Context: an optimization exercise on an open-source flow, tuned for small area, a short achievable clock period and few clock cycles. The choices shown serve that exercise and are no tape-out recipe. RTL that was checked went through simulation tests only; none was proved equivalent to the original.

== run a ==
// RISC_SPM
module RISC_SPM (clk, rst, mem_addr, mem_wdata, mem_we, mem_rdata);
  input        clk, rst;
  output [7:0] mem_addr;
  output [7:0] mem_wdata;
  output       mem_we;
  input  [7:0] mem_rdata;
  localparam [3:0] S_FETCH = 4'd0, S_EXEC = 4'd1, S_RD2 = 4'd2, S_WR2 = 4'd3, S_BR2 = 4'd4,
                   S_M1 = 4'd5, S_M2 = 4'd6, S_M3 = 4'd7, S_MW = 4'd8, S_HALT = 4'd9;
  reg [7:0] R0, R1, R2, R3;    
  reg [3:0] op;                
  reg [3:0] so, sd;            
  reg       opnd;              
  reg [7:0] AR;                
  reg [7:0] T;                 
  reg       Z, V;
  reg [1:0] pr;                
  reg       qm1;               
  reg [3:0] st;
  wire [7:0] a = ({8{so[0]}} & R0) | ({8{so[1]}} & R1) | ({8{so[2]}} & R2) | ({8{so[3]}} & R3);
  wire [7:0] b = ({8{sd[0]}} & R0) | ({8{sd[1]}} & R1) | ({8{sd[2]}} & R2) | ({8{sd[3]}} & R3);
  wire exec = (st == S_EXEC);
  wire       is_sub = (op == 4'd2);
  wire       is_and = (op == 4'd3);
  wire       is_not = (op == 4'd4);
  wire [7:0] ax     = a ^ {8{is_sub}};
  wire [4:0] alo    = {1'b0, b[3:0]} + {1'b0, ax[3:0]} + {4'd0, is_sub};
  wire [3:0] ahi0   = b[7:4] + ax[7:4];
  wire [3:0] ahi1   = b[7:4] + ax[7:4] + 4'd1;
  wire [7:0] sum    = {alo[4] ? ahi1 : ahi0, alo[3:0]};
  wire [7:0] r      = is_and ? (a & b) : is_not ? ~a : sum;
  wire       alu_v  = (a[7] & b[7] & ~r[7]) | (~a[7] & ~b[7] & r[7]);
  wire [7:0] zc     = {b[6:0] | ax[6:0], is_sub};
  wire       zsum   = ((b ^ ax) == zc);
  wire       alu_z  = is_and ? ((a & b) == 8'd0) : is_not ? (a == 8'hFF) : zsum;
  wire       same = |(so & sd);
  wire       one  = pr[0] ^ qm1;
  wire       two  = (pr[1] & ~pr[0] & ~qm1) | (~pr[1] & pr[0] & qm1);
  wire       neg  = pr[1];
  wire [9:0] mb   = two ? {b[7], b, 1'b0} : (one ? {b[7], b[7], b} : 10'd0);
  wire [9:0] my   = mb ^ {10{neg}};
  wire [9:0] mx   = {{2{T[7]}}, T};
  wire [5:0] mlo  = {1'b0, mx[4:0]} + {1'b0, my[4:0]} + {5'd0, neg};
  wire [4:0] mhi0 = mx[9:5] + my[9:5];
  wire [4:0] mhi1 = mx[9:5] + my[9:5] + 5'd1;
  wire [9:0] S    = {mlo[5] ? mhi1 : mhi0, mlo[4:0]};
  reg  [1:0] pnext;
  always @* begin
    if (!same) pnext = a[3:2];
    else case (st)
      S_M1:    pnext = a[5:4];
      S_M2:    pnext = a[7:6];
      default: pnext = a[3:2];
    endcase
  end
  wire is_alu  = (op == 4'd1) | (op == 4'd2) | is_and | is_not;
  ...
Settings: LEC_CHECK=0, CAP_MARGIN=20, CORE_MARGIN=2, CORE_UTILIZATION=40, SLEW_MARGIN=20; clock period 6.0 ns.
run.sh (not shown) runs the stock make flow with config.mk's settings and CLKGATE_MAP_FILE= SYNTH_SCRIPT=/design/flow/synth_recipe.tcl, a recipe that flattens the netlist after the stock synthesis.
Inputs modified between run a and run b:
- ABC_AREA newly set to 1
[summary]
- Summary of run b over run a: reg-to-reg setup timing slack increased by 0.65 ns relative to the old numbers; wire length of the first global-routing pass saw an increase.
- Comparing run b and run a, count of non-CTS buffers in the layout is lower on run b.
No run of this note included a check of the RTL's function; only the layout flow was run.

---

The RTL this note starts from:
==> flow/design.v <==
module RISC_SPM (clk, rst, mem_addr, mem_wdata, mem_we, mem_rdata);
  input        clk, rst;
  output [7:0] mem_addr;
  output [7:0] mem_wdata;
  output       mem_we;
  input  [7:0] mem_rdata;
  localparam [3:0] S_FETCH = 4'd0, S_EXEC = 4'd1, S_RD2 = 4'd2, S_WR2 = 4'd3, S_BR2 = 4'd4,
                   S_M1 = 4'd5, S_M2 = 4'd6, S_M3 = 4'd7, S_MW = 4'd8, S_HALT = 4'd9;
  reg [7:0] R0, R1, R2, R3;    
  reg [3:0] op;                
  reg [3:0] so, sd;            
  reg       opnd;              
  reg       chk;               
  reg [7:0] AR;                
  reg [7:0] T;                 
  reg       Z, V;
  reg [1:0] pr;                
  reg       qm1;               
  reg [3:0] st;
  wire [7:0] a = ({8{so[0]}} & R0) | ({8{so[1]}} & R1) | ({8{so[2]}} & R2) | ({8{so[3]}} & R3);
  wire [7:0] b = ({8{sd[0]}} & R0) | ({8{sd[1]}} & R1) | ({8{sd[2]}} & R2) | ({8{sd[3]}} & R3);
  wire exec = (st == S_EXEC);
  wire       is_sub = (op == 4'd2);
  wire       is_and = (op == 4'd3);
  wire       is_not = (op == 4'd4);
  wire [7:0] ax     = a ^ {8{is_sub}};
  wire [7:0] ag     = b & ax;
  wire [7:0] ap     = b ^ ax;
  reg  [7:0] kg, kp, kg2, kp2;
  integer    ki, ks;
  always @* begin
    kg = ag; kp = ap;
    kg[0] = ag[0] | (ap[0] & is_sub);
    for (ks = 1; ks < 8; ks = ks * 2) begin
      kg2 = kg; kp2 = kp;
      for (ki = ks; ki < 8; ki = ki + 1) begin
        kg2[ki] = kg[ki] | (kp[ki] & kg[ki-ks]);
        kp2[ki] = kp[ki] & kp[ki-ks];
      end
      kg = kg2; kp = kp2;
    end
  end
  wire [7:0] sum    = ap ^ {kg[6:0], is_sub};
  wire [7:0] r      = is_and ? (a & b) : is_not ? ~a : sum;
  wire       alu_v  = ~is_and & ~(a[7] ^ b[7]) & (sum[7] ^ a[7]);
  wire [7:0] zc     = {b[6:0] | ax[6:0], is_sub};
  wire       zsum   = ((b ^ ax) == zc);
  wire       alu_z  = is_and ? ((a & b) == 8'd0) : is_not ? (a == 8'hFF) : zsum;
  wire       same = |(so & sd);
  wire       one  = pr[0] ^ qm1;
  wire       two  = (pr[1] & ~pr[0] & ~qm1) | (~pr[1] & pr[0] & qm1);
  wire       neg  = pr[1];
  wire [9:0] mb   = two ? {b[7], b, 1'b0} : (one ? {b[7], b[7], b} : 10'd0);
  wire [9:0] my   = mb ^ {10{neg}};
  wire [9:0] mx   = {{2{T[7]}}, T};
  wire [9:0] mg   = mx & my;
  wire [9:0] mp   = mx ^ my;
  reg  [9:0] qg, qp, qg2, qp2;
  integer    qi, qs;
  always @* begin
    qg = mg; qp = mp;
    qg[0] = mg[0] | (mp[0] & neg);
    for (qs = 1; qs < 10; qs = qs * 2) begin
      qg2 = qg; qp2 = qp;
      for (qi = qs; qi < 10; qi = qi + 1) begin
        qg2[qi] = qg[qi] | (qp[qi] & qg[qi-qs]);
        qp2[qi] = qp[qi] & qp[qi-qs];
      end
      qg = qg2; qp = qp2;
    end
  end
  wire [9:0] S    = mp ^ {qg[8:0], neg};
  reg  [1:0] pnext;
  always @* begin
    if (!same) pnext = a[3:2];
    else case (st)
      S_M1:    pnext = a[5:4];
      S_M2:    pnext = a[7:6];
      default: pnext = a[3:2];
    endcase
  end
  wire is_alu  = (op == 4'd1) | (op == 4'd2) | is_and | is_not;
  wire is_mul  = (op == 4'd10);
  wire halt    = op[3] & (op[2] | (op[1] & op[0]));
  wire mul_it  = (exec & is_mul) | (st == S_M1) | (st == S_M2) | (st == S_M3);
  assign mem_addr  = AR;
  assign mem_wdata = a;
  assign mem_we    = (st == S_WR2);
  wire fetch = (st == S_FETCH) | (st == S_MW) | (exec & ~is_mul & ~opnd & ~halt);
  wire alu_w  = exec & is_alu;
  wire z_next = alu_w ? alu_z : Z;
  wire [3:0] nop    = mem_rdata[7:4];
  wire       nmul   = (nop == 4'd10);
  wire       nbrz   = (nop == 4'd8);
  wire       nbro   = (nop == 4'd9);
  wire       vlate  = alu_w & ~is_not;
  wire       nopnd  = (nop == 4'd5) | (nop == 4'd6) | (nop == 4'd7) |
                      (nbrz & z_next) | (nbro & (V | vlate));
  wire       nchk   = nbro & vlate;
  wire       nskip  = (nbrz | nbro) & ~nopnd;
  wire       untake = chk & ~V;            
  wire [7:0] ar1    = AR + 8'd1;
  wire [7:0] ar2    = AR + 8'd2;
  wire       ar_f    = fetch & ~nskip;
  wire       ar_s    = fetch & nskip;
  wire       ar_u    = exec & opnd & untake;
  wire       ar_m    = (exec & opnd & ~untake & ~halt & ~is_mul) | (st == S_BR2);
  wire       ar_t    = (st == S_RD2) | (st == S_WR2);
  wire       ar_h    = ~fetch & ~(exec & opnd & ~halt & ~is_mul) & ~(st == S_BR2) & ~ar_t;
  wire [7:0] ar_next = ({8{ar_f | ar_u}} & ar1) | ({8{ar_s}} & ar2) | ({8{ar_m}} & mem_rdata) |
                       ({8{ar_t}} & T) | ({8{ar_h}} & AR);
  wire       sel_sum = alu_w & ~is_and & ~is_not;
  wire       sel_and = alu_w & is_and;
  wire       sel_not = alu_w & is_not;
  wire       sel_rd  = (st == S_RD2);
  wire       sel_mul = mul_it;
  wire       sel_mw  = (st == S_MW);
  wire       wen     = alu_w | sel_rd | (sel_mul & ~same) | sel_mw;
  wire [7:0] Wo      = ({8{sel_and}} & a & b) | ({8{sel_not}} & ~a) | ({8{sel_rd}} & mem_rdata) |
                       ({8{sel_mul}} & {S[1:0], a[7:2]}) | ({8{sel_mw}} & T);
  wire [7:0] W       = ({8{sel_sum}} & sum) | Wo;
  wire [3:0] wsel = {4{wen}} & (mul_it ? so : sd);
  wire [1:0] ns = mem_rdata[3:2];
  reg  [1:0] rn;
  always @* begin
    case (ns) 2'd0: rn = R0[1:0]; 2'd1: rn = R1[1:0]; 2'd2: rn = R2[1:0]; default: rn = R3[1:0]; endcase
    if (wsel[ns]) rn = W[1:0];
  end
  always @(posedge clk or negedge rst) begin
    if (!rst) begin
      AR <= 8'd0; Z <= 1'b0; V <= 1'b0; st <= S_FETCH;
    end else begin
      if (alu_w) begin
        Z <= alu_z;
        if (!is_not) V <= alu_v;
      end else if (st == S_M3) begin
        Z <= 1'b1;
        V <= pr[1] & (so[0] ? S[1] : R0[7]);
      end
      AR <= ar_next;
      case (st)
        S_FETCH: st <= S_EXEC;
        S_EXEC:
          if (halt)         st <= S_HALT;
          else if (is_mul)  st <= S_M1;
          else if (opnd & untake) st <= S_FETCH;
          else if (opnd)    st <= (op == 4'd5) ? S_RD2 : (op == 4'd6) ? S_WR2 : S_BR2;
        S_RD2:   st <= S_FETCH;
        S_WR2:   st <= S_FETCH;
        S_BR2:   st <= S_FETCH;
        S_M1:    st <= S_M2;
        S_M2:    st <= S_M3;
        S_M3:    st <= S_MW;
        S_MW:    st <= S_EXEC;
        S_HALT:  st <= S_HALT;
        default: st <= S_FETCH;
      endcase
    end
  end
  wire [7:0] Wr  = ({8{sel_sum & rst}} & sum) | (Wo & {8{rst}});
  wire [3:0] rwe = wsel | {4{~rst}};
  always @(posedge clk) begin
    if (rwe[0]) R0 <= Wr;
    if (rwe[1]) R1 <= Wr;
    if (rwe[2]) R2 <= Wr;
    if (rwe[3]) R3 <= Wr;
  end
  always @(posedge clk) begin
    if (fetch) begin
      op   <= nop;
      so   <= 4'b0001 << mem_rdata[3:2];
      sd   <= 4'b0001 << mem_rdata[1:0];
      opnd <= nopnd;
      chk  <= nchk;
      T    <= nmul ? 8'd0 : ar2;
      pr   <= rn;
      qm1  <= 1'b0;
    end else if (mul_it) begin
      T    <= S[9:2];
      pr   <= pnext;
      qm1  <= pr[1];
    end
  end
endmodule
==> flow/config.mk <==
export PLATFORM = sky130hd
export DESIGN_NAME = RISC_SPM
export DESIGN_NICKNAME = RISC_SPM
export VERILOG_FILES = /design/flow/design.v
export SDC_FILE = /design/flow/constraint.sdc
export NUM_CORES = 4
export LEC_CHECK = 0
export ABC_AREA = 1
export CAP_MARGIN = 20
export CORE_MARGIN = 2
export CORE_UTILIZATION = 40
export SETUP_SLACK_MARGIN = 2.6
export SLEW_MARGIN = 20
==> flow/constraint.sdc <==
create_clock -name core_clock -period 6.0 [get_ports {clk}]
set_input_delay 1.2000 -clock core_clock [delete_from_list [all_inputs] [get_ports {clk}]]
set_output_delay 1.2000 -clock core_clock [all_outputs]
set_load 0.01 [all_outputs]
The starting point passed the timing, DRC and antenna checks.
Testbench counts at the start, summed over its fixed seeds: cycles 26,597.
Edit:
Settings changed: CORE_UTILIZATION 40 to 55, SETUP_SLACK_MARGIN 2.6 to 2.7.
What happened:
- setup slack improves by 89 ps
- wire length shrinks by 4.2%
- via count grows by 1.3%
- global-route usage is higher by 6.2 points
- die area is lower by 26%
- final area decreases by 2.3%

separate check: timing with driven ports:
The flow's constraints put no driver on any port. The routed layouts listed below were extracted and timed again, unchanged, in two steps.
Step 1 (the two cells are an assumption about what drives the block):
set clk [get_ports {clk}]
set_driving_cell -lib_cell sky130_fd_sc_hd__clkbuf_16 $clk
set_driving_cell -lib_cell sky130_fd_sc_hd__buf_2 [delete_from_list [all_inputs] $clk]
Step 2 also shifts input and output timing later by t, the mid clock arrival at the registers, as if the neighbouring blocks saw the same clock.
a / b / c = ideal ports / drivers / drivers and shift; a / b = the first two.
run | shift t [ns] | setup slack, ns | worst setup path after step 2 | worst data-port slew with drivers (ns)
run a | 0.385 | 1.505 / 1.505 / 1.505 | register to register | 0.04
run b | 0.378 | 2.153 / 2.153 / 2.153 | register to register | 0.03
the first run of note 2 | 0.393 | 2.638 / 2.596 / 2.785 | input to register | 0.03
the second run of note 2 | 0.402 | 2.727 / 2.691 / 2.666 | input to register | 0.03
After both steps every run listed still meets setup and hold. The setup slack of the second run of note 2, which loses most, moves by -0.036 ns with the drivers and by -0.061 ns with both steps.
